Context: an optimization exercise on an open-source flow, tuned for a short achievable clock period and few clock cycles. The choices shown serve that exercise and are no tape-out recipe.
The RTL was checked by simulation tests, not by an equivalence proof against the original design.
Power figures rest on the tool's default switching activity, not on a simulated workload.

==> flow/design.v (excerpt) <==
module ARM_Processor(input logic Clk, Reset,
                     input logic [31:0] Instr, ReadData,
                     output logic [31:0] PC, WriteData, ALUResult,
                     output logic MemWrite);
export LEC_CHECK = 0
export ABC_CLOCK_PERIOD_IN_PS = 5000
export CAP_MARGIN = 20
export CORE_MARGIN = 2
export CORE_UTILIZATION = 65
export CTS_CLUSTER_DIAMETER = 300
export CTS_CLUSTER_SIZE = 20
export SLEW_MARGIN = 20
create_clock -name core_clock -period 25.0 [get_ports {Clk}]
standard.sh (not shown) runs the stock make flow with config.mk's settings and CLKGATE_MAP_FILE= SYNTH_SCRIPT=/design/flow/synth_recipe.tcl, a recipe that flattens the netlist after the stock synthesis.
==> flow/flow/run.sh <==
#!/bin/bash
# The standard ORFS layout (standard.sh, with its unchanged synthesis), with
# timing repair aiming well below the 25 ns clock so that the achieved period
# shrinks, cell sizing not held to each cell's footprint, and ports buffered
# with buf_8. The SDC, clock period and I/O delays are the standard flow's, unchanged.
set -euo pipefail
bash standard.sh \
  SETUP_SLACK_MARGIN=19 \
  MATCH_CELL_FOOTPRINT=0 \
  "BUFFER_PORTS_ARGS=-buffer_cell sky130_fd_sc_hd__buf_8" \
  finish > flow_make.log 2>&1
Testbench counts at the start, summed over its fixed seeds: cycles 89,343.
Change:
--- a/flow/design.v
+++ b/flow/design.v
@@ -109,31 +109,43 @@
 	assign addr_D = base_D + {20'b0, IR[11:0]};
 	logic cx_D;
 	assign cx_D = cond_pass(cond_D, flags_E);
 	logic [31:0] off_D, tgt_D, tgt4_D;
 	assign off_D  = {{6{IR[23]}}, IR[23:0], 2'b00};
 	assign tgt_D  = PC8_D + off_D;
 	assign tgt4_D = PC12_D + off_D;
 	logic kill, taken, ekill, redirect, go_D;
 	assign kill     = V_D & FV_D & ~cond_pass(FC_D, flags_E);
 	assign taken    = V_D & b_D & cx_D;
+	function automatic logic [31:0] fwd_m(input logic [3:0] r);
+		if (wr_M & rd_M == r)
+			fwd_m = ld_M ? ldd_M : alu_M;
+		else
+			fwd_m = rf[r];
+	endfunction
+	logic [31:0] za_D, zb_D;
+	assign za_D = (rn_D == 4'd15) ? PC8_D : fwd_m(rn_D);
+	assign zb_D = i_D ? {24'b0, IR[7:0]} : ((rm_D == 4'd15) ? PC8_D : fwd_m(rm_D));
+	logic zld_D;
+	assign zld_D = V_E & wr_E & ((rn_D == rd_E) | (~i_D & rm_D == rd_E));
 	logic zres_D, z_after_D;
 	always_comb begin
 		case (cmd_D)
-			4'b0000: zres_D = ~|(ra_D & rb_D);
-			4'b1100: zres_D = ~|(ra_D | rb_D);
-			4'b0100: zres_D = &((ra_D ^ rb_D) ~^ {ra_D[30:0] | rb_D[30:0], 1'b0});
-			default: zres_D = (ra_D == rb_D);
+			4'b0000: zres_D = ~|(za_D & zb_D);
+			4'b1100: zres_D = ~|(za_D | zb_D);
+			4'b0100: zres_D = &((za_D ^ zb_D) ~^ {za_D[30:0] | zb_D[30:0], 1'b0});
+			default: zres_D = (za_D == zb_D);
 		endcase
 	end
 	assign z_after_D = (dp_D & s_D & cx_D) ? zres_D : flags_E[2];
 	assign ekill    = V_D & ~kill & ~stall & FV_F & (FC_F[3:1] == 3'b000) &
+	                  ~(dp_D & s_D & zld_D) &
 	                  (FC_F[0] ? z_after_D : ~z_after_D);
 	assign redirect = kill | taken | ekill;
 	assign go_D     = V_D & ~stall & ~kill;
 	logic [31:0] rtgt, rtgt4;
 	assign rtgt  = kill ? FPC_D : taken ? tgt_D : FPC_F;
 	assign rtgt4 = kill ? FPC4_D : taken ? tgt4_D : FPC4_F;
 	logic [29:0] bpc_D;
 	assign bpc_D = PC4_D[31:2] - 30'd1;
 	logic [32:0] sum_E;
 	logic [31:0] bop_E;
@@ -173,20 +185,22 @@
 			FV_F  <= 1'b0;
 		end else if (!stall) begin
 			if (bhit) begin
 				PC_F  <= bhit_tgt;
 				NPC_F <= bhit_tgt4;
 			end else begin
 				PC_F  <= NPC_F;
 				NPC_F <= NPC_F + 32'd4;
 			end
 			FV_F   <= bhit;
+		end
+		if (!stall) begin
 			FC_F   <= bhit_cond;
 			FPC_F  <= NPC_F + 32'd4;
 			FPC4_F <= NPC_F + 32'd8;
 		end
 		if (Reset | redirect)
 			V_D <= 1'b0;
 		else if (!stall)
 			V_D <= 1'b1;
 		if (!stall) begin
 			IR     <= Instr;
Outcome:
- sequential power decreases by about 6%
- hold slack gains 0.014 ns
- die area is lower by 0.64%
- count of clock-buffer cells in the layout fell by 1
- design area decreases by 1.8%
- register-to-register slack gets better by 1.9 ns
- power falls by 4.3%
- area after synthesis goes down by 0.64%
- worst setup slack gets better by 1.8 ns
- utilization went down by 1.1 points
Testbench counts after the change, summed over its fixed seeds: cycles 89,343.

[static timing again, ports no longer ideal]
Ports are ideal in the flow. The routed layouts listed here were re-timed in OpenROAD.
Step 1, drivers: a clkbuf_16 drives Clk and a buf_2 each remaining input, both assumed.
Step 2 times the ports against the registers' clock, not the clock port: input delays grow and output delays shrink by t, the midpoint of the rising clock arrivals with the driver on.
Slacks: ideal ports / drivers / drivers and shift; pairs: ideal ports / drivers.
run	t (ns)	setup slack, ns	latest minus earliest clock arrival (ns)
the first run	0.760	16.953 / 16.974 / 16.213	0.034 / 0.035
the second run	0.770	18.775 / 18.696 / 18.328	0.031 / 0.031
After both steps every run listed still meets setup and hold. The setup slack of the first run, which loses most, moves by +0.021 ns with the drivers and by -0.740 ns with both steps.
